This is an optimization exercise on Yosys and OpenROAD, whose aim is small area and a short achievable clock period, not a production implementation.
Where RTL was checked, it was by simulation tests only, not by an equivalence proof against the original.
For runs 3 to 6, only the layout was checked, not whether the RTL still works.
Power figures rest on the tool's default switching activity, not on a simulated workload.

## flow/config.mk

```make
export PLATFORM = sky130hd
export DESIGN_NAME = FourBitBP
export DESIGN_NICKNAME = FourBitBP
export VERILOG_FILES = /design/flow/design.v
export SDC_FILE = /design/flow/constraint.sdc
export NUM_CORES = 4
export LEC_CHECK = 0
export ABC_CLOCK_PERIOD_IN_PS = 2300
export CAP_MARGIN = 20
export CORE_MARGIN = 2
export CORE_UTILIZATION = 40
export CTS_BUF_LIST = sky130_fd_sc_hd__clkbuf_4 sky130_fd_sc_hd__clkbuf_8
export CTS_CLUSTER_SIZE = 30
export SETUP_SLACK_MARGIN = 3.7
export SLEW_MARGIN = 20
```

## flow/design.v

```verilog
module FourBitBP(
    input clk,
    input [2:0] branchID,
    input outcome,
    input reset,
    output reg miss
    );
    reg [3:0] BHT [0:7];
    reg [1:0] Counters [0:127];
    reg       rst_r;             
    reg [2:0] bid_r;             
    reg [3:0] h_r;               
    reg [1:0] c_r;               
    reg       o_r;               
    reg       self_r;            
    wire [1:0] wd_r = rst_r ? 2'b00 :
                      {(c_r[1] & c_r[0]) | (o_r & (c_r[1] | c_r[0])),
                       (c_r[1] & ~c_r[0]) | (o_r & (c_r[1] | ~c_r[0]))};
    wire [7:0]  we_b;
    wire [15:0] we_h;
    wire [1:0]  cb [0:7];
    genvar b, j;
    generate
        for (b = 0; b < 8; b = b + 1) begin : g_rd
            assign we_b[b] = rst_r | (bid_r == b);
            assign cb[b] = (rst_r | (self_r & (bid_r == b))) ? wd_r :
                           Counters[{b[2:0], BHT[b]}];
        end
        for (j = 0; j < 16; j = j + 1) begin : g_weh
            assign we_h[j] = rst_r | (h_r == j);
        end
    endgenerate
    wire [1:0] c = cb[branchID];
    wire [3:0] h = BHT[branchID];
    always @(posedge clk) begin
        miss   <= ~reset & (c[1] ^ outcome);
        rst_r  <= reset;
        bid_r  <= branchID;
        h_r    <= h;
        c_r    <= c;
        o_r    <= outcome;
        self_r <= (h == {4{outcome}});
    end
    generate
        for (b = 0; b < 8; b = b + 1) begin : g_bht
            always @(posedge clk) begin
                if (reset)
                    BHT[b] <= 4'b0000;
                else if (branchID == b)
                    BHT[b] <= {BHT[b][2:0], outcome};
            end
            for (j = 0; j < 16; j = j + 1) begin : g_cnt
                always @(posedge clk) begin
                    if (we_b[b] & we_h[j])
                        Counters[b*16+j] <= wd_r;
                end
            end
        end
    endgenerate
endmodule
```

## flow/run.sh

```bash
#!/bin/bash
# synth_recipe.tcl (not shown) runs the flow's synth.tcl, then flattens the netlist and writes it again
# the make line also repeats each setting of config.mk as NAME=value (left out here)
make -C /OpenROAD-flow-scripts/flow DESIGN_CONFIG=/design/flow/config.mk WORK_HOME=/design/flow/orfs CLKGATE_MAP_FILE= SYNTH_SCRIPT=/design/flow/synth_recipe.tcl finish
```

## flow/constraint.sdc

```tcl
create_clock -name core_clock -period 6.0 [get_ports {clk}]
set_input_delay 1.2000 -clock core_clock [delete_from_list [all_inputs] [get_ports {clk}]]
set_output_delay 1.2000 -clock core_clock [all_outputs]
set_load 0.01 [all_outputs]
```

==> results of run 1 <==
==> per-stage QoR <==
step           instances  power (uW)
2_1_floorplan       1086        2800
3_3_place_gp        1472        2930
3_5_place_dp        1472        2940
4_1_cts             1578        4760
5_1_grt             1597        4910
6_report            1597        4740
==> cell usage after synthesis (3+ instances only) <==
master,count,share of area [%]
or4_1,4,0.22
nand2_1,90,2.5
a22o_1,4,0.26
nand2b_1,8,0.37
and4_1,4,0.26
a211oi_1,7,0.39
buf_2,32,1.2
o21ai_0,36,1.3
edfxtp_1,256,57
and3_1,8,0.37
mux4_2,9,1.5
nand3b_1,21,1.2
o211ai_1,8,0.45
nor2_1,169,4.7
o22ai_1,3,0.14
clkbuf_8,9,0.93
clkbuf_1,31,0.87
a22oi_1,9,0.50
mux2_2,22,1.9
buf_1,6,0.17
a21oi_1,60,2.2
nor2b_1,19,0.89
a31oi_1,24,1.1
and3b_1,4,0.26
nand4b_1,4,0.26
o221ai_1,17,1.1
dfxtp_1,45,6.7
or3_1,4,0.19
nand4_1,10,0.47
a32oi_1,8,0.52
nor3_1,7,0.26
o311ai_0,3,0.20
inv_1,17,0.48
nor3b_1,10,0.56
mux2i_1,33,2.5
o31ai_1,4,0.22
and2_1,3,0.14
a221oi_1,4,0.26
nand3_1,20,0.75
o221a_2,4,0.34
==> worst register-to-register path, delay by kind of cell (launching register included) <==
| family | cells | cell delay [ps] |
|---|---|---|
| muxes | 2 | 700 |
| and+or+nand+nor | 1 | 120 |
| AOI/OAI and AO/OA | 4 | 950 |
| DFF | 1 | 540 |
==> flip-flops by register name, summed over array words and instances, names as in the netlist <==
register	cells
BHT	32
Counters	256
bid_r	3
c_r	2
h_r	4
miss	1
o_r	1
rst_r	1
self_r	1
==> layout make-up <==
type                       instances  area share (%)
multi-input combinational        686            29.1
clock buffer                      74            5.86
tap                              442            3.61
clock inverter                    16           0.783
inverter                          17           0.416
timing repair buffer              61            3.72
sequential                       301            56.5
==> per-layer routing <==
layer / vias up / share of wire (%) / routed length (um) / GRT usage, %
met1: 4492 / 42 / 14500 / 25.2
met5: - / 0 / 0 / 0
met3: 73 / 6.7 / 2300 / 3.26
met2: 338 / 47 / 16200 / 30.5
li1: 4182 / - / - / -
met4: 0 / 3.5 / 1200 / 7.94
==> what timing repair did <==
| item | CTS | global route |
|---|---|---|
| setup buffers | 15 | 17 |
| cloned | 1 | 2 |
| hold buffers | 0 | 0 |
| gates resized for setup | 68 | 35 |
| setup endpoints to repair | 171 | 106 |
| pin swaps | 12 | 12 |
==> path summary, 6_finish.rpt <==
check             slack (ps)        end       from
setup reg to reg        3580       miss  BHT[7][0]
setup / recovery        3580       miss  BHT[7][0]
hold reg to reg          560  BHT[0][3]  BHT[0][3]
hold / removal           560  BHT[0][3]  BHT[0][3]
==> logic make-up after synthesis <==
logic type	Yosys count	share of synthesized area (%)
and+or+nand+nor	403	14.7
AOI/OAI and AO/OA	215	11.0
DFF	301	64.1
buffers and inverters	100	3.95
muxes	67	6.14
==> power by group <==
group	switching, uW	leakage, uW	internal [uW]
Clock	789	0.000539	1040
Combinational	256	0.00170	108
Sequential	57.5	0.00288	2490
==> impl_metrics.py, run 1 <==
metrics = {
    "setup_path": {
        "crit_path_top_delay_cell": "dfxtp_2",
        "required_ps": 6460,
        "critPathLaunchType": "flop",
        "slowest_delay_ps": 540,
        "crit_path_max_fanout": 18,
        "critPathTopFamily": "compound AO/OA/AOI/OAI gates",
        "arrival_ps": 2880,
        "crit_cells": 7,
        "path_class": "reg2reg",
        "reg2regPathDepth": 7,
        "cp_num_buf_inv": 0,
        "critPathCaptureType": "flop",
        "worstPathCellList": "mux2_2 -> a21oi_1 -> a22oi_1 -> o31ai_1 -> o221a_2 -> nand4bb_4 -> mux2_4",
    },
    "clock_network": {
        "cts_tree": "built",
        "clkSlewWorstSetupHoldPaths_ps": 70,
        "cts_root_buf": "clkbuf_8",
        "clock_latency_ps": 570,
        "htree_levels": 2,
        "clock-sinks": 301,
        "cts_buffers": 49,
        "cts.path.max_buffers": 3,
    },
    "die": {
        "die-height_um": 187,
        "ios": 7,
        "start_util_pct": 40.8,
        "die-area_um2": 35000,
        "core_um2": 32800,
        "die_w_um": 187,
        "rows": 66,
    },
    "yosys": {
        "ys.flop_type": "edfxtp_1",
        "ys_warn_count": 3,
        "syn_nets": 1092,
        "postSynthAreaPerCell_um2": 12.3,
        "synth_enable_flop_cells": 256,
        "syn_inst": 1086,
        "ys_ff_latch": 301,
        "synth_area_um2": 13400,
        "async_reset_ff_share_pct": 0,
        "ys_seq_area_share_pct": 64.1,
        "yosysUniqueCellTypes": 75,
    },
    "routing": {
        "antenna_left": 0,
        "drt_first_pass_iters": 5,
        "vias_per_cell": 5.69,
        "dr_total_vias": 9085,
        "first_iter_violations": 1067,
        "drc": 0,
        "drt_wl_total_um": 34200,
        "avgRoutedWirePerCell_um": 21.4,
    },
    "final_layout": {
        "drive_above_1_share_pct": 21.3,
        "fin_util_pct": 46.8,
        "final_cell_mix": "edfxtp_1, nor2_1, nand2_1",
        "final_area_um2": 15300,
        "fillers": 2974,
        "mostFrequentLayoutCell": "edfxtp_1",
        "finish.net_count": 1122,
        "register_area_um2": 8660,
        "antennaDiodeCount": 0,
        "syn2layout_area_growth_pct": 14.6,
        "multiInputGateArea_um2": 4470,
    },
    "grt": {
        "grt_overflow_total": 0,
        "antenna_found_initial": 0,
        "grt_pass1_wl_um": 50900,
        "grt.total_usage_pct": 18.9,
        "grt_max_degree": 102,
        "grt_pass1_vias": 8703,
    },
    "outcome": {
        "status": "complete, no violations",
    },
    "placed_design": {
        "dp_slack_ps": 2140,
        "hpwlAfterDp_um": 20500,
        "io_buffer_count": 6,
        "gp_congestion": 0.889,
        "place_area_um2": 13800,
    },
    "hold_path": {
        "hold_depth": 2,
        "holdCritPathClass": "reg2reg",
    },
    "run": {
        "drv_cap": 0,
    },
    "power": {
        "ir_drop_mv": 0.308,
        "p_per_area_nw_per_um2": 309,
        "power.leakage_uw": 0.00512,
    },
    "timing": {
        "skew_ps": 23.3,
        "fin_crit_sh_pct": 40.4,
        "slew_headroom_pct": 26.0,
        "setup_ws_ps": 3580,
        "maxSlewViolCount": 0,
        "post-route-min-period_ps": 2420,
        "hold_violations": 0,
        "holdWs_ps": 560,
        "setup_viol": 0,
        "final.setup.tns_ps": 0,
        "rsz0062_at_grt": "true",
        "clock.fmax_mhz": 413,
        "max_slew.worst_pin.slew_ps": 1110,
    },
}
==> run 2, diff against run 1 <==
==> flow/config.mk (replaced) <==
export PLATFORM = sky130hd
export DESIGN_NAME = FourBitBP
export DESIGN_NICKNAME = FourBitBP
export VERILOG_FILES = /design/flow/design.v
export SDC_FILE = /design/flow/constraint.sdc
export NUM_CORES = 4
export LEC_CHECK = 0
export ABC_AREA = 1
export CAP_MARGIN = 20
export CORE_MARGIN = 2
export CORE_UTILIZATION = 40
export CTS_BUF_LIST = sky130_fd_sc_hd__clkbuf_16
export CTS_CLUSTER_DIAMETER = 100
export CTS_CLUSTER_SIZE = 16
export SETUP_SLACK_MARGIN = 3.7
export SLEW_MARGIN = 20
==> run 2 against run 1 <==
Synthesized cell count grew 19%. Synthesized area down 3.1%. Worst setup slack improved by 110 ps. Routed wire length shrank 0.28%. Die area fell by 3.0%. Non-clock buffer count down 46. Sequential power barely moved. Clock power is 24% lower. Clock skew is 2.3 ps lower. Register-to-register slack better by 110 ps. Critical path type unchanged. Largest power group unchanged.
==> impl_metrics.py, run 2 <==
metrics = {
    "timing": {
        "skew_ps": 21.1,
        "clock.fmax_mhz": 432,
        "setup_ws_ps": 3680,
        "setup_viol": 0,
        "fin_crit_sh_pct": 38.6,
        "post-route-min-period_ps": 2320,
        "rsz0062_at_grt": "true",
        "max_slew.worst_pin.slew_ps": 1200,
        "maxSlewViolCount": 0,
        "slew_headroom_pct": 19.7,
        "hold_violations": 0,
        "final.setup.tns_ps": 0,
    },
    "clock_network": {
        "clkSlewWorstSetupHoldPaths_ps": 70,
        "holdBufCountCts": 0,
        "htree_levels": 1,
        "cts_buffers": 22,
        "cts.path.max_buffers": 3,
        "cts_tree": "built",
        "clock-sinks": 301,
        "cts_root_buf": "clkbuf_16",
        "clock_latency_ps": 530,
    },
    "routing": {
        "top_layer": "met4",
        "drc": 0,
        "vias_per_cell": 5.41,
        "avgRoutedWirePerCell_um": 19.7,
        "wl_met3_um": 1750,
        "drt_first_pass_iters": 6,
        "dr_total_vias": 9364,
        "wl_met2_um": 16200,
        "wl_met1_um": 15600,
        "first_iter_violations": 924,
        "antenna_left": 0,
        "drt_wl_total_um": 34100,
    },
    "setup_path": {
        "critPathLaunchType": "flop",
        "arrival_ps": 2770,
        "critPathCaptureType": "flop",
        "crit_path_top_delay_cell": "dfxtp_1",
        "slowest_delay_ps": 570,
        "crit_path_max_fanout": 17,
        "path_class": "reg2reg",
        "worstPathCellList": "inv_2 -> o31ai_2 -> inv_2 -> nor2_2 -> a21oi_2 -> nand2_1 -> nand2_2 -> nor2_4 -> nand3_2 -> nand2_1 -> inv_1 -> nor2_1",
        "required_ps": 6450,
    },
    "yosys": {
        "synth_top_area_share_pct": 59.2,
        "ys_top_cells_by_count": "nor2_1, edfxtp_1, nand3_1",
        "ys_warn_count": 3,
        "ys_ff_latch": 301,
        "async_reset_ff_share_pct": 0,
        "syn_nets": 1294,
        "ys_seq_area_share_pct": 66.2,
        "yosysUniqueCellTypes": 34,
        "synth_enable_flop_cells": 256,
        "syn_inst": 1288,
        "yosysTopAreaCell": "edfxtp_1",
        "synth_area_leaders": "edfxtp_1, nand3_1, nor2_1, dfxtp_1, nand2_1",
        "postSynthAreaPerCell_um2": 10.1,
        "synth_most_common_cell": "nor2_1",
        "ys.flop_type": "edfxtp_1",
        "synth_area_um2": 13000,
    },
    "final_layout": {
        "fillers": 3026,
        "largest_reg_flops": 256,
        "syn2layout_area_growth_pct": 11.1,
        "drive_above_1_share_pct": 8.44,
        "fin_cells": 1731,
        "final_cell_mix": "nor2_1, edfxtp_1, nand3_1",
        "regMostFlops": "Counters",
        "mostFrequentLayoutCell": "nor2_1",
        "reg_top3": "Counters: 256 flops, BHT: 32 flops, h_r: 4 flops",
        "finish.net_count": 1318,
        "final_area_um2": 14400,
    },
    "power": {
        "power.leakage_uw": 0.00558,
        "p_per_area_nw_per_um2": 298,
        "ir_drop_mv": 0.183,
    },
    "die": {
        "die_w_um": 184,
        "rows": 65,
        "ios": 7,
        "start_util_pct": 40.9,
        "core_um2": 31700,
        "die-height_um": 184,
        "die-area_um2": 33900,
    },
    "outcome": {
        "status": "complete, no violations",
    },
    "placed_design": {
        "io_buffer_count": 6,
        "dp_slack_ps": 2470,
        "dp.cells": 1688,
        "gp_congestion": 0.957,
        "hpwlAfterDp_um": 22000,
        "place_area_um2": 13700,
    },
    "grt": {
        "grt_overflow_total": 0,
        "grt_max_degree": 74,
        "grt_pass1_vias": 9144,
        "grt_pass1_wl_um": 52100,
        "antenna_found_initial": 1,
        "grt.total_usage_pct": 20.3,
    },
    "hold_path": {
        "holdCritPathClass": "reg2reg",
    },
    "run": {
        "drv_cap": 0,
    },
}
-- run 2: cell types whose count changed in the layout (fill, tap and decap cells not counted), moves of 33 or more --
cell	previous run	this run
mux2i_1	33	0
nand2_1	90	206
inv_1	17	109
clkbuf_8	56	0
nor2_1	169	271
nand3_1	20	221
buf_4	43	6
-- run 2: metrics by stage --
| stage | hold slack, ps | power (uW) | utilization [%] |
|---|---|---|---|
| after floorplan | 468 | 2800 | - |
| after global placement | 505 | 2950 | 43.3 |
| after detailed placement | 507 | 2960 | 43.3 |
| after CTS | 514 | 4330 | 45.4 |
| after global routing | 545 | 4470 | 45.5 |
| final | 515 | 4300 | 45.5 |
-- run 2: cells by family (layout without fill, tap and decap cells) --
group / after synthesis / after routing / synth area share (%)
buffers and inverters: 127 / 166 / 3.73
AO/OA/AOI/OAI: 95 / 95 / 4.53
flip-flops: 301 / 301 / 66.2
other: 0 / 2 / 0
AND/OR/NAND/NOR: 765 / 765 / 25.6
-- run 2: report_power, final --
group,switching (uW),internal [uW],total (uW)
combinational,282,69.4,352
clock,701,690,1390
sequential,57.8,2500,2560
total,1040,3260,4300
-- run 2: final timing paths --
kind             start        end  depth (start not counted)  slack [ps]
max           bid_r[0]       miss                         12        3680
max reg2reg   bid_r[0]       miss                         12        3680
min reg2reg  BHT[0][2]  BHT[0][2]                          2         520
min          BHT[0][2]  BHT[0][2]                          2         520
-- run 2: metal layers --
layer	up-vias	GRT usage, %
met3	34	2.37
met2	235	34.2
met5	-	0
met1	4541	28.4
li1	4554	-
met4	0	4.51
-- run 2: layout make-up --
| type | instances | area (um2) | share of cell area, % |
|---|---|---|---|
| diodes | 2 | 5.00 | 0.0347 |
| repair buffers | 15 | 119 | 0.824 |
| multi-input cells | 860 | 4130 | 28.6 |
| flip-flops and latches | 301 | 8600 | 59.6 |
| clock inverters | 16 | 61.3 | 0.425 |
| inverters | 112 | 437 | 3.03 |
| clock buffers | 23 | 576 | 3.99 |
| well taps | 402 | 503 | 3.49 |
-- run 2: timing repair --
| action | CTS | global route |
|---|---|---|
| gates resized for setup | 18 | 17 |
| pin swaps | 0 | 1 |
| setup endpoints to repair | 40 | 16 |
| setup buffers | 0 | 2 |
-- run 2: worst max-delay path: cells and delay by family, from the launching register on --
family / cells / cell delay, ps
DFF: 1 / 570
buffers and inverters: 3 / 470
AOI/OAI and AO/OA: 2 / 440
and+or+nand+nor: 7 / 740
==> run 3, diff against run 2 <==
--- a/flow/design.v
+++ b/flow/design.v
@@ -12,7 +12,7 @@
     reg [3:0] h_r;               
     reg [1:0] c_r;               
     reg       o_r;               
-    reg       self_r;            
+    reg [7:0] byp_r;             
     wire [1:0] wd_r = rst_r ? 2'b00 :
                       {(c_r[1] & c_r[0]) | (o_r & (c_r[1] | c_r[0])),
                        (c_r[1] & ~c_r[0]) | (o_r & (c_r[1] | ~c_r[0]))};
@@ -23,23 +23,20 @@
     generate
         for (b = 0; b < 8; b = b + 1) begin : g_rd
             assign we_b[b] = rst_r | (bid_r == b);
-            assign cb[b] = (rst_r | (self_r & (bid_r == b))) ? wd_r :
-                           Counters[{b[2:0], BHT[b]}];
+            assign cb[b] = byp_r[b] ? wd_r : Counters[{b[2:0], BHT[b]}];
         end
         for (j = 0; j < 16; j = j + 1) begin : g_weh
             assign we_h[j] = rst_r | (h_r == j);
         end
     endgenerate
     wire [1:0] c = cb[branchID];
-    wire [3:0] h = BHT[branchID];
     always @(posedge clk) begin
         miss   <= ~reset & (c[1] ^ outcome);
         rst_r  <= reset;
         bid_r  <= branchID;
-        h_r    <= h;
+        h_r    <= BHT[branchID];
         c_r    <= c;
         o_r    <= outcome;
-        self_r <= (h == {4{outcome}});
     end
     generate
         for (b = 0; b < 8; b = b + 1) begin : g_bht
@@ -48,6 +45,9 @@
                     BHT[b] <= 4'b0000;
                 else if (branchID == b)
                     BHT[b] <= {BHT[b][2:0], outcome};
+            end
+            always @(posedge clk) begin
+                byp_r[b] <= reset | ((branchID == b) & (BHT[b] == {4{outcome}}));
             end
             for (j = 0; j < 16; j = j + 1) begin : g_cnt
                 always @(posedge clk) begin
==> run 3 against run 2 <==
Still clean on timing, DRC and antenna. Combinational power decreased by 9.1%. Die area increased by 1.6%. Hold slack got worse by 28 ps. Routed wire length increased by 2.3%. Largest power group unchanged.
==> impl_metrics.py, run 3 <==
metrics = {
    "routing": {
        "drt_first_pass_iters": 7,
        "antenna_left": 0,
        "drc": 0,
        "avgRoutedWirePerCell_um": 19.3,
        "vias_per_cell": 5.31,
        "dr_total_vias": 9591,
        "drt_wl_total_um": 34900,
        "first_iter_violations": 1078,
    },
    "yosys": {
        "synth_most_common_cell": "nor2_1",
        "async_reset_ff_share_pct": 0,
        "synthAdderAreaFrac_pct": 0,
        "ys_warn_count": 3,
        "ys.flop_type": "edfxtp_1",
        "yosysUniqueCellTypes": 31,
        "ys_top_cells_by_count": "nor2_1, edfxtp_1, nand3_1",
        "synth_area_um2": 13200,
        "ys_ff_latch": 308,
        "syn_nets": 1327,
        "ys_seq_area_share_pct": 66.2,
        "synth-xor-area-share_pct": 0,
        "muxShareOfSynthArea_pct": 0,
        "synth_enable_flop_cells": 256,
        "syn_inst": 1321,
        "synth_simple_gate_area_share_pct": 25.0,
        "synth_compound_area_share_pct": 4.95,
        "synth_top_area_share_pct": 58.3,
        "synth_top_family_by_area": "simple AND/OR/NAND/NOR gates",
        "yosysTopAreaCell": "edfxtp_1",
        "postSynthAreaPerCell_um2": 9.99,
        "synth_area_leaders": "edfxtp_1, nand3_1, dfxtp_1, nor2_1, nand2_1",
    },
    "clock_network": {
        "cts_tree": "built",
        "clkSlewWorstSetupHoldPaths_ps": 80,
        "cts.path.max_buffers": 3,
        "clock_latency_ps": 530,
        "htree_levels": 1,
        "cts_buffers": 23,
        "clock-sinks": 308,
        "cts_root_buf": "clkbuf_16",
    },
    "placed_design": {
        "dp.cells": 1761,
        "io_buffer_count": 6,
        "hpwlAfterDp_um": 22400,
        "gp_congestion": 0.911,
    },
    "final_layout": {
        "multiInputGateArea_um2": 4070,
        "finish.net_count": 1354,
        "final_cell_mix": "nor2_1, edfxtp_1, nand3_1",
        "fin_util_pct": 45.0,
        "drive_above_1_share_pct": 6.23,
        "register_area_um2": 8740,
        "regMostFlops": "Counters",
        "fillers": 3104,
        "reg_top3": "Counters: 256 flops, BHT: 32 flops, byp_r: 8 flops",
        "largest_reg_flops": 256,
        "fin_cells": 1806,
        "syn2layout_area_growth_pct": 10.9,
        "mostFrequentLayoutCell": "nor2_1",
        "antennaDiodeCount": 0,
    },
    "outcome": {
        "status": "complete, no violations",
    },
    "timing": {
        "clock.fmax_mhz": 441,
        "rsz0062_at_grt": "true",
        "max_slew.worst_pin.slew_ps": 1180,
        "skew_ps": 21.4,
        "final.setup.tns_ps": 0,
        "slew_headroom_pct": 21.1,
        "fin_crit_sh_pct": 37.8,
        "hold_violations": 0,
        "post-route-min-period_ps": 2270,
        "setup_viol": 0,
        "holdWs_ps": 487,
        "maxSlewViolCount": 0,
    },
    "die": {
        "core_um2": 32500,
        "start_util_pct": 40.6,
        "die-height_um": 186,
        "die_w_um": 186,
        "die-area_um2": 34500,
        "ios": 7,
        "rows": 66,
    },
    "grt": {
        "grt.total_usage_pct": 20.5,
        "grt_overflow_total": 0,
        "use_met2_pct": 33.4,
        "antenna_found_initial": 0,
        "grt_pass1_vias": 8964,
        "grtUsageMet3_pct": 2.76,
        "grt_max_degree": 80,
        "global_route.usage.met1_pct": 28.5,
        "top_usage_layer": "met2",
        "grt_pass1_wl_um": 53100,
    },
    "setup_path": {
        "critPathTopFamily": "simple AND/OR/NAND/NOR gates",
        "cp_num_buf_inv": 3,
        "critPathCaptureType": "flop",
        "arrival_ps": 2690,
        "required_ps": 6420,
        "worstPathCellList": "dlygate4sd2_1 -> inv_2 -> nor3_4 -> inv_2 -> a21oi_1 -> nand2_1 -> nand2_1 -> nor2_1 -> nand3_2 -> nand2_1 -> nand2_1 -> nor2_1",
        "crit_path_top_delay_cell": "dlygate4sd2_1",
        "slowest_delay_ps": 360,
        "path_common_cell": "nand2_1",
        "critPathLaunchType": "input port",
        "crit_path_max_fanout": 7,
        "path_class": "in2reg",
    },
    "run": {
        "drv_cap": 0,
    },
    "hold_path": {
        "holdCritPathClass": "reg2reg",
    },
    "power": {
        "power.leakage_uw": 0.00574,
        "p_per_area_nw_per_um2": 296,
        "ir_drop_mv": 0.229,
    },
}
run 3: cell types whose count changed after synthesis, moves of 4 or more:
cell	delta
nand3b_1	+4
clkbuf_1	+4
o31ai_2	-4
nand4_1	-19
o21ai_0	+17
inv_1	+17
inv_2	-7
nor2_1	-10
nand2_1	+17
dfxtp_1	+7
nor3_4	+4
o31ai_1	+5
run 3: tightest hold or removal path: cells and delay by family, from the launching register on:
family          cells  cell delay, ps
simple gates        1              60
compound gates      1              50
flops               1             330
run 3: what timing repair did:
action | 4_1_cts | 5_1_grt
gates resized for setup | 11 | 8
pin swaps | 2 | 1
setup buffers | 4 | 0
endpoints found under the setup margin | 108 | 86
hold buffers | 0 | 0
run 3: where the power goes:
| part | total (uW) | internal (uW) | switching [uW] |
|---|---|---|---|
| combinational | 320 | 62.4 | 258 |
| clock | 1430 | 698 | 736 |
| sequential | 2580 | 2530 | 54.9 |
run 3: area by class of cell:
class                      count  share of cell area [%]
clock inverter                18                   0.547
inverter                     121                    3.15
multi-input combinational    875                    27.8
tap                          442                    3.78
sequential                   308                    59.7
timing repair buffer          19                    1.08
clock buffer                  23                    3.93
run 3: worst paths after layout:
kind | from | endpoint | slack [ps] | cells past startpoint
worst max register to register | rst_r | miss | 3890 | 13
worst min-delay path | BHT[0][3] | BHT[0][3] | 490 | 2
worst min register to register | BHT[0][3] | BHT[0][3] | 490 | 2
worst max-delay path | branchID[1] | miss | 3730 | 12
run 3: cells by family after synthesis:
| group | count (synthesis) |
|---|---|
| AND/OR/NAND/NOR | 759 |
| AO/OA/AOI/OAI | 116 |
| flip-flops | 308 |
| buffers and inverters | 138 |
run 3: through the flow:
step / power, uW / area (um2) / setup slack, ps
after global routing: 4480 / 14600 / 3630
after CTS: 4370 / 14600 / 3610
after floorplan: 2800 / 13200 / 3330
final: 4340 / 14600 / 3730
after global placement: 2940 / 13900 / 2890
after detailed placement: 2950 / 13900 / 2840
run 3: routing by layer:
| metal | up-vias | share of wire [%] |
|---|---|---|
| li1 | 4620 | - |
| met1 | 4624 | 44 |
| met2 | 287 | 47 |
| met3 | 60 | 5.6 |
| met4 | 0 | 3.3 |
| met5 | - | 0 |
==> run 4, diff against run 3 <==
--- a/flow/config.mk
+++ b/flow/config.mk
@@ -9,8 +9,8 @@
 export CAP_MARGIN = 20
 export CORE_MARGIN = 2
 export CORE_UTILIZATION = 40
-export CTS_BUF_LIST = sky130_fd_sc_hd__clkbuf_16
-export CTS_CLUSTER_DIAMETER = 100
-export CTS_CLUSTER_SIZE = 16
+export CTS_BUF_LIST = sky130_fd_sc_hd__clkbuf_8
+export CTS_CLUSTER_DIAMETER = 60
+export CTS_CLUSTER_SIZE = 12
 export SETUP_SLACK_MARGIN = 3.7
 export SLEW_MARGIN = 20
==> run 4 against run 3 <==
Final area decreased by 0.49%. Global-route usage increased by 0.17 points. Power decreased by 3.7%. Die area unchanged. Sequential share of layout area increased by 0.30 points. Synthesized area unchanged. Clock power decreased by 11%. Hold slack improved by 0.78 ps. Fmax decreased by 1.3%. Sequential power about the same. Critical path type is now reg2out. Critical endpoint is now miss.
==> impl_metrics.py, run 4 <==
metrics = {
    "timing": {
        "slew_headroom_pct": 21.8,
        "final.setup.tns_ps": 0,
        "max_slew.worst_pin.slew_ps": 1170,
        "rsz0062_at_grt": "true",
        "holdWs_ps": 488,
        "maxSlewViolCount": 0,
        "fin_crit_sh_pct": 38.3,
        "setup_viol": 0,
        "setup_ws_ps": 3700,
        "hold_violations": 0,
        "clock.fmax_mhz": 435,
        "post-route-min-period_ps": 2300,
        "skew_ps": 40.0,
    },
    "setup_path": {
        "worstPathCellList": "buf_6",
        "critPathTopFamily": "flip-flops",
        "path_class": "reg2out",
        "arrival_ps": 1100,
        "critPathCaptureType": "primary output",
        "critPathLaunchType": "flop",
        "required_ps": 4800,
        "crit_path_top_delay_cell": "dfxtp_2",
        "cp_num_buf_inv": 1,
        "slowest_delay_ps": 370,
        "crit_path_max_fanout": 1,
    },
    "clock_network": {
        "clkSlewWorstSetupHoldPaths_ps": 90,
        "cts_root_buf": "clkbuf_8",
        "clock-sinks": 308,
        "htree_levels": 1,
        "cts.path.max_buffers": 3,
        "cts_tree": "built",
        "cts_buffers": 31,
        "clock_latency_ps": 620,
    },
    "power": {
        "p_per_area_nw_per_um2": 287,
        "swShare_pct": 25.4,
        "total_power_uw": 4180,
        "switching_power_uw": 1060,
        "ir_drop_mv": 0.143,
        "pwr-share-comb_pct": 7.7,
        "clock_power_share_pct": 30.5,
        "intPower_uw": 3120,
        "power.leakage_uw": 0.00572,
        "sequentialPowerShare_pct": 61.9,
    },
    "die": {
        "start_util_pct": 40.6,
        "core_um2": 32500,
        "die-height_um": 186,
        "rows": 66,
        "die_w_um": 186,
        "die-area_um2": 34500,
        "ios": 7,
    },
    "yosys": {
        "ys_warn_count": 3,
        "ys.flop_type": "edfxtp_1",
        "synth_area_um2": 13200,
        "synth_area_leaders": "edfxtp_1, nand3_1, dfxtp_1, nor2_1, nand2_1",
        "postSynthAreaPerCell_um2": 9.99,
        "ys_top_cells_by_count": "nor2_1, edfxtp_1, nand3_1",
        "syn_inst": 1321,
        "synth_most_common_cell": "nor2_1",
        "synth_top_area_share_pct": 58.3,
        "syn_nets": 1327,
        "ys_ff_latch": 308,
        "async_reset_ff_share_pct": 0,
        "yosysTopAreaCell": "edfxtp_1",
        "synth_enable_flop_cells": 256,
        "yosysUniqueCellTypes": 31,
        "ys_seq_area_share_pct": 66.2,
    },
    "run": {
        "drv_cap": 0,
    },
    "final_layout": {
        "finish.net_count": 1362,
        "regMostFlops": "Counters",
        "antennaDiodeCount": 0,
        "reg_top3": "Counters: 256 flops, BHT: 32 flops, byp_r: 8 flops",
        "fin_cells": 1823,
        "syn2layout_area_growth_pct": 10.4,
        "final_cell_mix": "nor2_1, edfxtp_1, nand3_1",
        "drive_above_1_share_pct": 7.46,
        "largest_reg_flops": 256,
        "mostFrequentLayoutCell": "nor2_1",
    },
    "placed_design": {
        "gp_congestion": 0.911,
        "dp_slack_ps": 2840,
        "hpwlAfterDp_um": 22400,
        "dp.cells": 1761,
        "io_buffer_count": 6,
    },
    "grt": {
        "grt_overflow_total": 0,
        "grt_pass1_wl_um": 53600,
        "grt_pass1_vias": 9108,
        "grt.total_usage_pct": 20.7,
        "antenna_found_initial": 0,
        "grt_max_degree": 80,
    },
    "routing": {
        "first_iter_violations": 1058,
        "vias_per_cell": 5.31,
        "dr_total_vias": 9673,
        "drt_wl_total_um": 35200,
        "drt_first_pass_iters": 5,
        "drc": 0,
        "avgRoutedWirePerCell_um": 19.3,
        "antenna_left": 0,
    },
    "hold_path": {
        "holdCritPathClass": "reg2reg",
    },
    "outcome": {
        "status": "complete, no violations",
    },
}
[run 4: changes by cell type in the layout (fill, tap and decap cells not counted), moves of 2 or more]
| cell | delta |
|---|---|
| nor2_2 | +3 |
| clkbuf_8 | +34 |
| inv_1 | +2 |
| nor2_1 | -3 |
| clkinv_4 | +2 |
| clkbuf_16 | -23 |
| clkinvlp_4 | +2 |
[run 4: timing repair]
item,4_1_cts,5_1_grt
hold buffers,0,0
gates resized for setup,10,15
endpoints found under the hold margin,0,0
setup buffers,4,0
endpoints found under the setup margin,96,82
pin swaps,2,1
[run 4: kinds of logic after synthesis]
group                  Yosys count  synth area share [%]
AND/OR/NAND/NOR                759                  25.0
buffers and inverters          138                  3.95
AO/OA/AOI/OAI                  116                  4.95
flip-flops                     308                  66.2
[run 4: final timing paths]
check	endpoint	depth (start not counted)	start	slack (ps)
hold reg to reg	BHT[0][3]	2	BHT[0][3]	490
setup / recovery	miss	1	miss	3700
setup reg to reg	miss	14	BHT[4][3]	3870
hold / removal	BHT[0][3]	2	BHT[0][3]	490
[run 4: cell type report]
cell class / count / area [um2]
Multi-Input combinational cell: 875 / 4080
Timing Repair Buffer: 19 / 158
Fill cell: 3132 / 18000
Tap cell: 442 / 553
Clock inverter: 24 / 108
Inverter: 121 / 460
Clock buffer: 34 / 468
Sequential cell: 308 / 8740
[run 4: routing by layer]
metal  GRT usage (%)  share of wire, %
met1            28.6                43
met2            33.8                47
met3            2.86               7.0
met4            6.74               3.2
met5               0                 0
[run 4: metrics by stage]
step	area, um2	utilization, %
after floorplan	13200	-
after global placement	13900	42.8
after detailed placement	13900	42.8
after CTS	14500	44.7
after global routing	14600	44.8
final	14600	44.8
[run 4: power groups by stage]
| stage | Combinational, uW | Clock [uW] | Sequential [uW] |
|---|---|---|---|
| 2_1_floorplan | 186 | 0 | 2610 |
| 3_3_place_gp | 313 | 0 | 2630 |
| 3_5_place_dp | 317 | 0 | 2630 |
| 4_1_cts | 322 | 1300 | 2580 |
| 5_1_grt | 352 | 1380 | 2600 |
| 6_report | 321 | 1270 | 2580 |
==> run 5, diff against run 4 <==
--- a/flow/config.mk
+++ b/flow/config.mk
@@ -10,7 +10,7 @@
 export CORE_MARGIN = 2
 export CORE_UTILIZATION = 40
 export CTS_BUF_LIST = sky130_fd_sc_hd__clkbuf_8
-export CTS_CLUSTER_DIAMETER = 60
-export CTS_CLUSTER_SIZE = 12
+export CTS_CLUSTER_DIAMETER = 70
+export CTS_CLUSTER_SIZE = 15
 export SETUP_SLACK_MARGIN = 3.7
 export SLEW_MARGIN = 20
==> run 5 against run 4 <==
Routed wire length fell by 0.32%. Via count is 0.40% lower. Die area is the same. Clock power fell by 13%. Core utilization down 0.46 points. Hold slack improved by 2.3 ps. Critical path depth did not move. Sequential cell count did not move. Synthesized area unchanged. Final area decreased by 1.0%. Combinational power is essentially flat. Sequential power hardly changed.
==> impl_metrics.py, run 5 <==
metrics = {
    "hold_path": {
        "holdCritPathClass": "reg2reg",
        "holdPathEnd": "BHT[0][3]",
        "hold_depth": 2,
        "min_from": "BHT[0][3]",
    },
    "power": {
        "ir_drop_mv": 0.135,
        "sequentialPowerShare_pct": 64.4,
        "power.leakage_uw": 0.00564,
        "switching_power_uw": 1020,
        "p_per_area_nw_per_um2": 278,
        "pwr-share-comb_pct": 8.0,
        "swShare_pct": 25.5,
        "clock_power_share_pct": 27.6,
        "intPower_uw": 2990,
    },
    "clock_network": {
        "cts.path.max_buffers": 3,
        "cts_buffers": 25,
        "clock_latency_ps": 590,
        "clock-sinks": 308,
        "htree_levels": 1,
        "clkSlewWorstSetupHoldPaths_ps": 110,
        "cts_tree": "built",
        "holdBufCountCts": 0,
        "cts_root_buf": "clkbuf_8",
    },
    "yosys": {
        "ys.flop_type": "edfxtp_1",
        "synth_area_leaders": "edfxtp_1, nand3_1, dfxtp_1, nor2_1, nand2_1",
        "async_reset_ff_share_pct": 0,
        "ys_ff_latch": 308,
        "synth_simple_gate_area_share_pct": 25.0,
        "syn_inst": 1321,
        "yosysTopAreaCell": "edfxtp_1",
        "synthAdderAreaFrac_pct": 0,
        "ys_seq_area_share_pct": 66.2,
        "synth-xor-area-share_pct": 0,
        "synth_top_area_share_pct": 58.3,
        "muxShareOfSynthArea_pct": 0,
        "postSynthAreaPerCell_um2": 9.99,
        "syn_nets": 1327,
        "ys_warn_count": 3,
        "yosysUniqueCellTypes": 31,
        "ys_top_cells_by_count": "nor2_1, edfxtp_1, nand3_1",
        "synth_area_um2": 13200,
        "synth_enable_flop_cells": 256,
        "synth_compound_area_share_pct": 4.95,
        "synth_top_family_by_area": "simple AND/OR/NAND/NOR gates",
        "synth_most_common_cell": "nor2_1",
    },
    "final_layout": {
        "fin_cells": 1811,
        "multiInputGateArea_um2": 4070,
        "drive_above_1_share_pct": 6.87,
        "largest_reg_flops": 256,
        "syn2layout_area_growth_pct": 9.22,
        "finish.net_count": 1356,
        "reg_top3": "Counters: 256 flops, BHT: 32 flops, byp_r: 8 flops",
        "mostFrequentLayoutCell": "nor2_1",
        "register_area_um2": 8740,
        "regMostFlops": "Counters",
        "fin_util_pct": 44.3,
        "fillers": 3142,
        "final_cell_mix": "nor2_1, edfxtp_1, nand3_1",
        "antennaDiodeCount": 0,
    },
    "grt": {
        "grt_overflow_total": 0,
        "grt_pass1_vias": 8998,
        "grt_max_degree": 80,
        "grt_pass1_wl_um": 53000,
        "grt.total_usage_pct": 20.5,
        "antenna_found_initial": 0,
    },
    "routing": {
        "antenna_left": 0,
        "drt_first_pass_iters": 5,
        "drt_wl_total_um": 35000,
        "vias_per_cell": 5.32,
        "dr_total_vias": 9634,
        "drc": 0,
        "first_iter_violations": 1016,
        "avgRoutedWirePerCell_um": 19.3,
    },
    "placed_design": {
        "dp_slack_ps": 2840,
        "gp_congestion": 0.911,
        "dp.cells": 1761,
        "io_buffer_count": 6,
        "hpwlAfterDp_um": 22400,
    },
    "timing": {
        "clock.fmax_mhz": 429,
        "hold_violations": 0,
        "rsz0062_at_grt": "true",
        "final.setup.tns_ps": 0,
        "setup_viol": 0,
        "skew_ps": 25.6,
        "holdWs_ps": 490,
        "fin_crit_sh_pct": 38.9,
        "post-route-min-period_ps": 2330,
        "maxSlewViolCount": 0,
        "slew_headroom_pct": 24.3,
        "setup_ws_ps": 3670,
        "max_slew.worst_pin.slew_ps": 1140,
    },
    "die": {
        "start_util_pct": 40.6,
        "die-area_um2": 34500,
        "die-height_um": 186,
        "core_um2": 32500,
        "die_w_um": 186,
        "rows": 66,
        "ios": 7,
    },
    "setup_path": {
        "reg2regPathDepth": 5,
        "crit_cells": 1,
        "r2r_start": "rst_r",
        "cp_num_buf_inv": 1,
        "critPathLaunchType": "flop",
        "worstReg2RegEnd": "Counters[54][1]",
        "crit_path_max_fanout": 1,
        "crit_path_top_delay_cell": "dfxtp_1",
        "critPathCaptureType": "primary output",
        "critPathTopFamily": "flip-flops",
        "path_class": "reg2out",
        "arrival_ps": 1130,
        "worstPathCellList": "clkbuf_2",
        "required_ps": 4800,
        "slowest_delay_ps": 390,
        "rrSetupSlack_ps": 3880,
    },
    "outcome": {
        "status": "complete, no violations",
    },
    "run": {
        "drv_cap": 0,
    },
}
## run 5: logic make-up after synthesis
family / count (synthesis)
and+or+nand+nor: 759
DFF: 308
buffers and inverters: 138
AOI/OAI and AO/OA: 116
## run 5: worst max-delay path by stage
stage                            from  endpoint
after floorplan                   o_r      miss
after global placement    branchID[2]      miss
after detailed placement  branchID[2]      miss
after CTS                        miss      miss
after global routing             miss      miss
final                            miss      miss
## run 5: power by group through the flow
stage / registers [uW] / logic, uW / clock network [uW]
after floorplan: 2610 / 186 / 0
after global placement: 2630 / 313 / 0
after detailed placement: 2630 / 317 / 0
after CTS: 2580 / 322 / 1130
after global routing: 2600 / 351 / 1210
final: 2580 / 321 / 1110
## run 5: layer usage
layer  wire length, um  vias up  part of all wire (%)  track usage [%]
met2             16300      308                    47             33.4
met5                 0        -                     0                0
met1             15300     4635                    44             28.4
met3              2370       66                   6.8             2.64
li1                  -     4625                     -                -
met4              1080        0                   3.1             6.80
## run 5: timing repair
| item | CTS | global route |
|---|---|---|
| pin swaps | 2 | 1 |
| buffers inserted | 4 | 0 |
| gates resized for setup | 9 | 13 |
| cloned | 0 | 0 |
| setup endpoints to repair | 98 | 84 |
## run 5: worst reg2reg max path, delay by kind of cell, from the launching register on
| family | cells | cell delay (ps) |
|---|---|---|
| AO/OA/AOI/OAI | 2 | 200 |
| buffers and inverters | 3 | 1120 |
| flip-flops | 1 | 460 |
## run 5: area by class of cell
cell class	count	share of cell area, %
sequential	308	60.6
multi-input combinational	875	28.2
tap	442	3.84
inverter	121	3.20
clock buffer	25	2.39
timing repair buffer	19	1.05
clock inverter	21	0.669
## run 5: through the flow
| stage | power [uW] | area [um2] |
|---|---|---|
| after floorplan | 2800 | 13200 |
| after global placement | 2940 | 13900 |
| after detailed placement | 2950 | 13900 |
| after CTS | 4040 | 14400 |
| after global routing | 4160 | 14400 |
| final | 4010 | 14400 |
==> run 6, diff against run 5 <==
--- a/flow/config.mk
+++ b/flow/config.mk
@@ -12,5 +12,5 @@
 export CTS_BUF_LIST = sky130_fd_sc_hd__clkbuf_8
 export CTS_CLUSTER_DIAMETER = 70
 export CTS_CLUSTER_SIZE = 15
-export SETUP_SLACK_MARGIN = 3.7
+export SETUP_SLACK_MARGIN = 3.8
 export SLEW_MARGIN = 20
==> run 6 against run 5 <==
Still clean on timing, DRC and antenna. Clock skew shrank 3.6 ps. Count of clock-buffer cells in the layout is the same. Sequential share of layout area shrank 0.18 points. Synthesized area is the same.
==> impl_metrics.py, run 6 <==
metrics = {
    "outcome": {
        "status": "complete, no violations",
    },
    "final_layout": {
        "final_cell_mix": "nor2_1, edfxtp_1, nand3_1",
        "largest_reg_flops": 256,
        "drive_above_1_share_pct": 7.22,
        "finish.net_count": 1359,
        "antennaDiodeCount": 0,
        "reg_top3": "Counters: 256 flops, BHT: 32 flops, byp_r: 8 flops",
        "mostFrequentLayoutCell": "nor2_1",
        "fin_cells": 1814,
        "syn2layout_area_growth_pct": 9.55,
        "regMostFlops": "Counters",
    },
    "hold_path": {
        "hold_depth": 2,
        "holdCritPathClass": "reg2reg",
        "holdPathEnd": "BHT[0][3]",
        "min_from": "BHT[0][3]",
    },
    "clock_network": {
        "htree_levels": 1,
        "clock-sinks": 308,
        "holdBufCountCts": 0,
        "clkSlewWorstSetupHoldPaths_ps": 110,
        "cts_tree": "built",
        "clock_latency_ps": 590,
        "cts_root_buf": "clkbuf_8",
        "cts.path.max_buffers": 3,
        "cts_buffers": 25,
    },
    "yosys": {
        "ys_top_cells_by_count": "nor2_1, edfxtp_1, nand3_1",
        "ys_warn_count": 3,
        "yosysUniqueCellTypes": 31,
        "ys_seq_area_share_pct": 66.2,
        "syn_nets": 1327,
        "synth_most_common_cell": "nor2_1",
        "ys_ff_latch": 308,
        "synth_area_um2": 13200,
        "async_reset_ff_share_pct": 0,
        "postSynthAreaPerCell_um2": 9.99,
        "synth_area_leaders": "edfxtp_1, nand3_1, dfxtp_1, nor2_1, nand2_1",
        "syn_inst": 1321,
        "ys.flop_type": "edfxtp_1",
        "synth_enable_flop_cells": 256,
        "yosysTopAreaCell": "edfxtp_1",
        "synth_top_area_share_pct": 58.3,
    },
    "setup_path": {
        "critPathTopFamily": "flip-flops",
        "reg2regPathDepth": 14,
        "rrSetupSlack_ps": 3900,
        "worstPathCellList": "buf_6",
        "critPathCaptureType": "primary output",
        "cp_num_buf_inv": 1,
        "critPathLaunchType": "flop",
        "crit_path_top_delay_cell": "dfxtp_2",
        "r2r_start": "BHT[4][3]",
        "slowest_delay_ps": 370,
        "required_ps": 4800,
        "crit_path_max_fanout": 1,
        "worstReg2RegEnd": "miss",
        "arrival_ps": 1070,
        "path_class": "reg2out",
    },
    "timing": {
        "setup_viol": 0,
        "clock.fmax_mhz": 441,
        "fin_crit_sh_pct": 37.8,
        "hold_violations": 0,
        "setup_ws_ps": 3730,
        "slew_headroom_pct": 22.0,
        "rsz0062_at_grt": "true",
        "post-route-min-period_ps": 2270,
        "max_slew.worst_pin.slew_ps": 1170,
        "final.setup.tns_ps": 0,
        "skew_ps": 21.9,
        "maxSlewViolCount": 0,
    },
    "routing": {
        "avgRoutedWirePerCell_um": 19.3,
        "drt_wl_total_um": 35000,
        "first_iter_violations": 937,
        "drc": 0,
        "drt_first_pass_iters": 6,
        "vias_per_cell": 5.30,
        "antenna_left": 0,
        "dr_total_vias": 9608,
    },
    "placed_design": {
        "dp_slack_ps": 2840,
        "hpwlAfterDp_um": 22400,
        "dp.cells": 1761,
        "io_buffer_count": 6,
        "gp_congestion": 0.911,
    },
    "power": {
        "total_power_uw": 4010,
        "power.leakage_uw": 0.00565,
        "p_per_area_nw_per_um2": 278,
        "ir_drop_mv": 0.134,
    },
    "die": {
        "start_util_pct": 40.6,
        "ios": 7,
        "die-area_um2": 34500,
        "core_um2": 32500,
        "die_w_um": 186,
        "rows": 66,
        "die-height_um": 186,
    },
    "grt": {
        "grt.total_usage_pct": 20.5,
        "grt_pass1_wl_um": 53000,
        "grt_overflow_total": 0,
        "antenna_found_initial": 0,
        "grt_pass1_vias": 8988,
        "grt_max_degree": 80,
    },
    "run": {
        "drv_cap": 0,
    },
}
## run 6: changes by cell type in the layout (fill, tap and decap cells not counted)
cell             change
buf_4                +1
buf_6                +2
clkbuf_2             -2
clkdlybuf4s15_2      +1
clkinvlp_4           +2
dfxtp_1              -1
dfxtp_2              +1
inv_1                -1
## run 6: worst min-delay path, delay by kind of cell (launching register included)
family	cells	cell delay [ps]
DFF	1	340
and+or+nand+nor	1	60
AOI/OAI and AO/OA	1	50
## run 6: per-layer routing
layer | part of all wire (%) | track usage (%) | up-vias
met4 | 3.2 | 6.80 | 0
met5 | 0 | 0 | -
li1 | - | - | 4635
met3 | 5.8 | 2.64 | 64
met1 | 45 | 28.5 | 4611
met2 | 46 | 33.4 | 298
## run 6: worst max-delay path by stage
| stage | startpoint | endpoint | slack, ps | depth (start not counted) |
|---|---|---|---|---|
| 6_report | miss | miss | 3730 | 1 |
| 3_5_place_dp | branchID[2] | miss | 2840 | 12 |
| 3_3_place_gp | branchID[2] | miss | 2890 | 12 |
| 2_1_floorplan | o_r | miss | 3330 | 11 |
| 4_1_cts | miss | miss | 3710 | 1 |
| 5_1_grt | branchID[1] | miss | 3700 | 12 |
## run 6: logic make-up after synthesis
logic type	Yosys count	share of synthesized area, %
AND/OR/NAND/NOR	759	25.0
AO/OA/AOI/OAI	116	4.95
buffers and inverters	138	3.95
flip-flops	308	66.2
## run 6: cell type report
type	instances	area, um2
clock buffers	25	344
clock inverters	21	96.3
fillers	3142	18100
inverters	121	464
multi-input cells	875	4070
flip-flops and latches	308	8740
well taps	442	553
repair buffers	21	183
repair inverters	1	7.51
## run 6: per-stage QoR
step	hold WS [ps]	instance area (um2)	util, %
2_1_floorplan	459	13200	-
3_3_place_gp	477	13900	42.8
3_5_place_dp	473	13900	42.8
4_1_cts	490	14400	44.3
5_1_grt	515	14500	44.4
6_report	490	14500	44.4
## run 6: what timing repair did
item,CTS,global route
setup endpoints to repair,115,89
setup buffers,4,2
cloned,0,1
resized for setup,16,11
pin swaps,2,2
## run 6: where the power goes
group / switching, uW / internal (uW)
logic: 258 / 64.7
clock network: 710 / 399
registers: 54.7 / 2530
==> run 7, diff against run 6 <==
--- a/flow/design.v
+++ b/flow/design.v
@@ -12,7 +12,7 @@
     reg [3:0] h_r;               
     reg [1:0] c_r;               
     reg       o_r;               
-    reg [7:0] byp_r;             
+    reg       self_r;            
     wire [1:0] wd_r = rst_r ? 2'b00 :
                       {(c_r[1] & c_r[0]) | (o_r & (c_r[1] | c_r[0])),
                        (c_r[1] & ~c_r[0]) | (o_r & (c_r[1] | ~c_r[0]))};
@@ -23,20 +23,23 @@
     generate
         for (b = 0; b < 8; b = b + 1) begin : g_rd
             assign we_b[b] = rst_r | (bid_r == b);
-            assign cb[b] = byp_r[b] ? wd_r : Counters[{b[2:0], BHT[b]}];
+            assign cb[b] = (rst_r | (self_r & (bid_r == b))) ? wd_r :
+                           Counters[{b[2:0], BHT[b]}];
         end
         for (j = 0; j < 16; j = j + 1) begin : g_weh
             assign we_h[j] = rst_r | (h_r == j);
         end
     endgenerate
     wire [1:0] c = cb[branchID];
+    wire [3:0] h = BHT[branchID];
     always @(posedge clk) begin
         miss   <= ~reset & (c[1] ^ outcome);
         rst_r  <= reset;
         bid_r  <= branchID;
-        h_r    <= BHT[branchID];
+        h_r    <= h;
         c_r    <= c;
         o_r    <= outcome;
+        self_r <= (h == {4{outcome}});
     end
     generate
         for (b = 0; b < 8; b = b + 1) begin : g_bht
@@ -45,9 +48,6 @@
                     BHT[b] <= 4'b0000;
                 else if (branchID == b)
                     BHT[b] <= {BHT[b][2:0], outcome};
-            end
-            always @(posedge clk) begin
-                byp_r[b] <= reset | ((branchID == b) & (BHT[b] == {4{outcome}}));
             end
             for (j = 0; j < 16; j = j + 1) begin : g_cnt
                 always @(posedge clk) begin
--- a/flow/config.mk
+++ b/flow/config.mk
@@ -10,7 +10,7 @@
 export CORE_MARGIN = 2
 export CORE_UTILIZATION = 40
 export CTS_BUF_LIST = sky130_fd_sc_hd__clkbuf_8
-export CTS_CLUSTER_DIAMETER = 70
-export CTS_CLUSTER_SIZE = 15
-export SETUP_SLACK_MARGIN = 3.8
+export CTS_CLUSTER_DIAMETER = 60
+export CTS_CLUSTER_SIZE = 12
+export SETUP_SLACK_MARGIN = 3.9
 export SLEW_MARGIN = 20
==> run 7 against run 6 <==
Still clean. Final area grew 1.0%. Critical path type unchanged. Worst setup slack gained 23 ps. Sequential power is essentially flat. Largest power group unchanged.
==> impl_metrics.py, run 7 <==
metrics = {
    "outcome": {
        "status": "complete, no violations",
    },
    "routing": {
        "avgRoutedWirePerCell_um": 19.9,
        "first_iter_violations": 1050,
        "drc": 0,
        "antenna_left": 0,
        "dr_total_vias": 9592,
        "drt_first_pass_iters": 8,
        "drt_wl_total_um": 35000,
        "vias_per_cell": 5.45,
    },
    "timing": {
        "clock.fmax_mhz": 445,
        "setup_ws_ps": 3750,
        "setup_viol": 0,
        "skew_ps": 12.9,
        "post-route-min-period_ps": 2250,
        "maxSlewViolCount": 0,
        "final.setup.tns_ps": 0,
        "fin_crit_sh_pct": 37.4,
        "max_slew.worst_pin.slew_ps": 1130,
        "rsz0062_at_grt": "true",
        "hold_violations": 0,
        "slew_headroom_pct": 24.5,
    },
    "setup_path": {
        "crit_path_top_delay_cell": "dfxtp_2",
        "worstPathCellList": "buf_6",
        "critPathLaunchType": "flop",
        "crit_path_max_fanout": 1,
        "critPathTopFamily": "flip-flops",
        "worstReg2RegEnd": "c_r[0]",
        "cp_num_buf_inv": 1,
        "r2r_start": "rst_r",
        "arrival_ps": 1050,
        "path_class": "reg2out",
        "rrSetupSlack_ps": 3900,
        "critPathCaptureType": "primary output",
        "required_ps": 4800,
        "slowest_delay_ps": 360,
        "reg2regPathDepth": 10,
    },
    "clock_network": {
        "htree_levels": 1,
        "cts_root_buf": "clkbuf_8",
        "cts.path.max_buffers": 3,
        "cts_tree": "built",
        "clock-sinks": 301,
        "clkSlewWorstSetupHoldPaths_ps": 90,
        "cts_buffers": 29,
        "holdBufCountCts": 0,
        "clock_latency_ps": 590,
    },
    "final_layout": {
        "finish.net_count": 1343,
        "regMostFlops": "Counters",
        "largest_reg_flops": 256,
        "drive_above_1_share_pct": 12.9,
        "syn2layout_area_growth_pct": 12.5,
        "antennaDiodeCount": 0,
        "mostFrequentLayoutCell": "edfxtp_1",
        "final_cell_mix": "edfxtp_1, nor2_1, nand3_1",
        "reg_top3": "Counters: 256 flops, BHT: 32 flops, h_r: 4 flops",
    },
    "yosys": {
        "synth_most_common_cell": "nor2_1",
        "synth_enable_flop_cells": 256,
        "syn_nets": 1294,
        "yosysUniqueCellTypes": 34,
        "ys_top_cells_by_count": "nor2_1, edfxtp_1, nand3_1",
        "ys_ff_latch": 301,
        "async_reset_ff_share_pct": 0,
        "ys_seq_area_share_pct": 66.2,
        "postSynthAreaPerCell_um2": 10.1,
        "yosysTopAreaCell": "edfxtp_1",
        "synth_area_leaders": "edfxtp_1, nand3_1, nor2_1, dfxtp_1, nand2_1",
        "synth_area_um2": 13000,
        "synth_top_area_share_pct": 59.2,
        "ys_warn_count": 3,
        "syn_inst": 1288,
        "ys.flop_type": "edfxtp_1",
    },
    "power": {
        "sequentialPowerShare_pct": 61.8,
        "p_per_area_nw_per_um2": 283,
        "switching_power_uw": 1050,
        "pwr-share-comb_pct": 9.3,
        "clock_power_share_pct": 28.9,
        "ir_drop_mv": 0.147,
        "intPower_uw": 3090,
        "power.leakage_uw": 0.00565,
        "swShare_pct": 25.3,
    },
    "die": {
        "ios": 7,
        "rows": 65,
        "die_w_um": 184,
        "core_um2": 31700,
        "start_util_pct": 40.9,
        "die-height_um": 184,
        "die-area_um2": 33900,
    },
    "hold_path": {
        "holdPathEnd": "BHT[1][1]",
        "min_from": "BHT[1][1]",
        "holdCritPathClass": "reg2reg",
        "hold_depth": 2,
    },
    "grt": {
        "grt_overflow_total": 0,
        "top_usage_layer": "met2",
        "global_route.usage.met1_pct": 28.8,
        "grt_max_degree": 71,
        "grt_pass1_vias": 9370,
        "grtUsageMet3_pct": 3.38,
        "use_met2_pct": 34.1,
        "grt_pass1_wl_um": 53400,
        "grt.total_usage_pct": 21.0,
        "antenna_found_initial": 0,
    },
    "placed_design": {
        "io_buffer_count": 6,
        "gp_congestion": 0.909,
        "hpwlAfterDp_um": 22700,
        "dp_slack_ps": 2510,
    },
    "run": {
        "drv_cap": 0,
    },
}
run 7: worst min-delay path: cells and delay by family, from the launching register on:
kind,cells,cell delay [ps]
DFF,1,360
and+or+nand+nor,1,70
AOI/OAI and AO/OA,1,60
run 7: how the worst max path moves through the flow:
stage / slack, ps / startpoint / cells after the start / endpoint
2_1_floorplan: 3270 / rst_r / 13 / miss
3_3_place_gp: 2540 / branchID[0] / 10 / self_r
3_5_place_dp: 2510 / branchID[0] / 10 / self_r
4_1_cts: 3720 / miss / 1 / miss
5_1_grt: 3710 / miss / 1 / miss
6_report: 3750 / miss / 1 / miss
run 7: power by group through the flow:
stage | clock (uW) | combinational [uW] | sequential, uW
after CTS | 1220 | 376 | 2560
final | 1200 | 385 | 2560
after detailed placement | 0 | 352 | 2600
after global routing | 1310 | 420 | 2570
after global placement | 0 | 348 | 2600
after floorplan | 0 | 215 | 2580
run 7: kinds of logic after synthesis:
family	after synthesis	synth area share, %
buffers and inverters	127	3.73
and+or+nand+nor	765	25.6
DFF	301	66.2
AOI/OAI and AO/OA	95	4.53
run 7: area by class of cell:
type                       count  area, um2
fill                        3017      17100
timing repair buffer          31        267
tap                          402        503
inverter                     112        443
sequential                   301       8610
multi-input combinational    862       4250
clock inverter                23        114
clock buffer                  30        413
run 7: per-layer routing:
metal  part of all wire, %  up-vias  wire length (um)
li1                      -     4596                 -
met1                    44     4631             15400
met2                    46      296             16100
met3                   6.5       69              2260
met4                   3.5        0              1230
met5                     0        -                 0
run 7: repair_timing:
action	4_1_cts	5_1_grt
setup buffers	5	9
resized for setup	44	53
pin swaps	3	6
gates cloned	2	0
setup endpoints to repair	252	45
run 7: metrics by stage:
stage,std cells,util (%),total power [uW],hold WS (ps),area [um2]
after detailed placement,1692,43.4,2960,501,13800
after global routing,1761,46.0,4300,548,14600
after global placement,1692,43.4,2950,509,13800
final,1761,46.0,4140,523,14600
after CTS,1752,45.4,4150,517,14400
after floorplan,1288,-,2800,468,13200
==> run 8, diff against run 7 <==
--- a/flow/config.mk
+++ b/flow/config.mk
@@ -12,5 +12,5 @@
 export CTS_BUF_LIST = sky130_fd_sc_hd__clkbuf_8
 export CTS_CLUSTER_DIAMETER = 60
 export CTS_CLUSTER_SIZE = 12
-export SETUP_SLACK_MARGIN = 3.9
+export SETUP_SLACK_MARGIN = 3.7
 export SLEW_MARGIN = 20
==> run 8 against run 7 <==
Still clean. Clock skew increased by 16 ps. Combinational power decreased by 8.3%. Critical path depth unchanged. Core utilization decreased by 0.79 points. Register-to-register slack got worse by 40 ps. Sequential cell count unchanged. Worst setup slack improved by 8.7 ps. Global-route usage decreased by 0.63 points.
==> impl_metrics.py, run 8 <==
metrics = {
    "outcome": {
        "status": "complete, no violations",
    },
    "grt": {
        "grt_pass1_vias": 9256,
        "grt_pass1_wl_um": 52300,
        "antenna_found_initial": 1,
        "grt.total_usage_pct": 20.4,
        "grt_max_degree": 74,
        "grt_overflow_total": 0,
    },
    "routing": {
        "avgRoutedWirePerCell_um": 19.7,
        "first_iter_violations": 952,
        "antenna_left": 0,
        "drt_wl_total_um": 34400,
        "drc": 0,
        "drt_first_pass_iters": 6,
        "vias_per_cell": 5.41,
        "dr_total_vias": 9459,
    },
    "run": {
        "drv_cap": 0,
    },
    "timing": {
        "post-route-min-period_ps": 2240,
        "maxSlewViolCount": 0,
        "final.setup.tns_ps": 0,
        "setup_ws_ps": 3760,
        "rsz0062_at_grt": "true",
        "fin_crit_sh_pct": 37.3,
        "setup_viol": 0,
        "hold_violations": 0,
        "clock.fmax_mhz": 447,
        "max_slew.worst_pin.slew_ps": 1180,
        "slew_headroom_pct": 21.1,
        "skew_ps": 28.6,
    },
    "yosys": {
        "synth_enable_flop_cells": 256,
        "ys_ff_latch": 301,
        "yosysUniqueCellTypes": 34,
        "async_reset_ff_share_pct": 0,
        "synth_most_common_cell": "nor2_1",
        "synth_top_area_share_pct": 59.2,
        "ys_warn_count": 3,
        "syn_nets": 1294,
        "ys_seq_area_share_pct": 66.2,
        "yosysTopAreaCell": "edfxtp_1",
        "syn_inst": 1288,
        "synth_area_leaders": "edfxtp_1, nand3_1, nor2_1, dfxtp_1, nand2_1",
        "ys_top_cells_by_count": "nor2_1, edfxtp_1, nand3_1",
        "postSynthAreaPerCell_um2": 10.1,
        "ys.flop_type": "edfxtp_1",
        "synth_area_um2": 13000,
    },
    "power": {
        "power.leakage_uw": 0.00557,
        "p_per_area_nw_per_um2": 289,
        "ir_drop_mv": 0.159,
    },
    "die": {
        "die-height_um": 184,
        "start_util_pct": 40.9,
        "die_w_um": 184,
        "die-area_um2": 33900,
        "ios": 7,
        "core_um2": 31700,
        "rows": 65,
    },
    "setup_path": {
        "crit_path_start": "miss",
        "worstPathCellList": "buf_6",
        "critPathCaptureType": "primary output",
        "arrival_ps": 1040,
        "worstReg2RegEnd": "miss",
        "reg2regPathDepth": 13,
        "crit_path_max_fanout": 1,
        "r2r_start": "rst_r",
        "required_ps": 4800,
        "crit_path_top_delay_cell": "dfxtp_2",
        "critPathLaunchType": "flop",
        "cp_num_buf_inv": 1,
        "path_class": "reg2out",
        "critPathTopFamily": "flip-flops",
        "slowest_delay_ps": 340,
        "rrSetupSlack_ps": 3860,
    },
    "clock_network": {
        "htree_levels": 1,
        "cts_root_buf": "clkbuf_8",
        "cts_buffers": 30,
        "clock_latency_ps": 600,
        "cts_tree": "built",
        "clock-sinks": 301,
        "clkSlewWorstSetupHoldPaths_ps": 90,
        "cts.path.max_buffers": 3,
    },
    "final_layout": {
        "syn2layout_area_growth_pct": 10.6,
        "largest_reg_flops": 256,
        "finish.net_count": 1326,
        "reg_top3": "Counters: 256 flops, BHT: 32 flops, h_r: 4 flops",
        "mostFrequentLayoutCell": "nor2_1",
        "fillers": 3042,
        "regMostFlops": "Counters",
        "drive_above_1_share_pct": 9.30,
        "final_cell_mix": "nor2_1, edfxtp_1, nand3_1",
    },
    "hold_path": {
        "holdPathEnd": "BHT[0][2]",
        "min_from": "BHT[0][2]",
        "hold_depth": 2,
        "holdCritPathClass": "reg2reg",
    },
    "placed_design": {
        "gp_congestion": 0.957,
        "dp_slack_ps": 2470,
        "io_buffer_count": 6,
        "hpwlAfterDp_um": 22000,
    },
}
[run 8: cell families after synthesis]
group	synth area share, %
and+or+nand+nor	25.6
DFF	66.2
buffers and inverters	3.73
AOI/OAI and AO/OA	4.53
[run 8: cell type report]
type | count | area (um2) | area share (%)
Tap cell | 402 | 503 | 3.50
Clock inverter | 25 | 129 | 0.898
Clock buffer | 31 | 427 | 2.97
Inverter | 112 | 437 | 3.04
Timing Repair Buffer | 15 | 123 | 0.854
Sequential cell | 301 | 8600 | 59.9
Antenna cell | 2 | 5.00 | 0.0349
Multi-Input combinational cell | 860 | 4130 | 28.8
[run 8: per-layer routing]
metal  GRT usage, %  share of wire, %  vias up
li1               -                 -     4561
met1           28.1                46     4610
met2           33.9                47      234
met3           2.59               5.1       54
met4           5.92               2.5        0
met5              0                 0        -
[run 8: how the worst max path moves through the flow]
stage	to	slack, ps	cells past startpoint
final	miss	3760	1
after global routing	miss	3670	15
after CTS	self_r	3580	10
after detailed placement	self_r	2470	10
after global placement	self_r	2510	10
after floorplan	miss	3270	13
[run 8: repair_timing]
item,4_1_cts,5_1_grt
gates resized for setup,19,19
cloned,0,0
hold buffers,0,0
setup buffers,0,2
endpoints found under the setup margin,32,8
pin swaps,0,1
[run 8: per-stage QoR]
stage | std cells | utilization, % | hold WS [ps] | cell area, um2 | power [uW]
6_report | 1748 | 45.3 | 515 | 14400 | 4150
5_1_grt | 1747 | 45.2 | 547 | 14400 | 4310
4_1_cts | 1744 | 45.2 | 516 | 14300 | 4170
3_5_place_dp | 1688 | 43.3 | 507 | 13700 | 2960
3_3_place_gp | 1687 | 43.3 | 505 | 13700 | 2950
2_1_floorplan | 1288 | - | 468 | 13200 | 2800
[run 8: where the power goes]
part           internal [uW]  switching, uW
sequential              2500           58.2
clock                    525            712
combinational           70.4            282
total                   3090           1050

## port drivers added, routing unchanged
No port has a modelled driver above. Below, the same layouts with a new extraction and two added sets of constraints.
Step 1 sets driving cells, clkbuf_16 on the clock port and buf_2 on the other inputs (assumed; they add their load-dependent delay and slew).
Step 2 adds t to the input delays and takes it off the output delays; t is the mean of the earliest and latest rising clock arrival at the registers after step 1. Input paths then give back, and output paths get back, about the clock's delay inside the block.
Three values: no drivers, after step 1, after step 2; two values: the first two.
run | shift t [ns] | setup WS [ns] | worst hold slack (ns) | pins driven straight from the clock port
run 1 | 0.607 | 3.576 / 3.576 / 2.984 | 0.560 / 0.560 / 0.560 | 1
run 2 | 0.572 | 3.684 / 3.684 / 3.205 | 0.515 / 0.515 / 0.515 | 1
run 3 | 0.566 | 3.734 / 3.690 / 3.161 | 0.487 / 0.487 / 0.487 | 1
run 4 | 0.651 | 3.703 / 3.655 / 3.166 | 0.488 / 0.488 / 0.488 | 1
run 5 | 0.630 | 3.667 / 3.618 / 3.193 | 0.490 / 0.490 / 0.490 | 1
run 6 | 0.627 | 3.732 / 3.683 / 3.180 | 0.490 / 0.490 / 0.490 | 1
run 7 | 0.633 | 3.755 / 3.706 / 3.319 | 0.523 / 0.523 / 0.523 | 1
run 8 | 0.628 | 3.764 / 3.721 / 3.197 | 0.515 / 0.515 / 0.515 | 1
After both steps setup and hold are still met in every run listed. The setup slack of run 1, which loses most, moves by 0.000 ns with the drivers and by -0.592 ns with both steps.
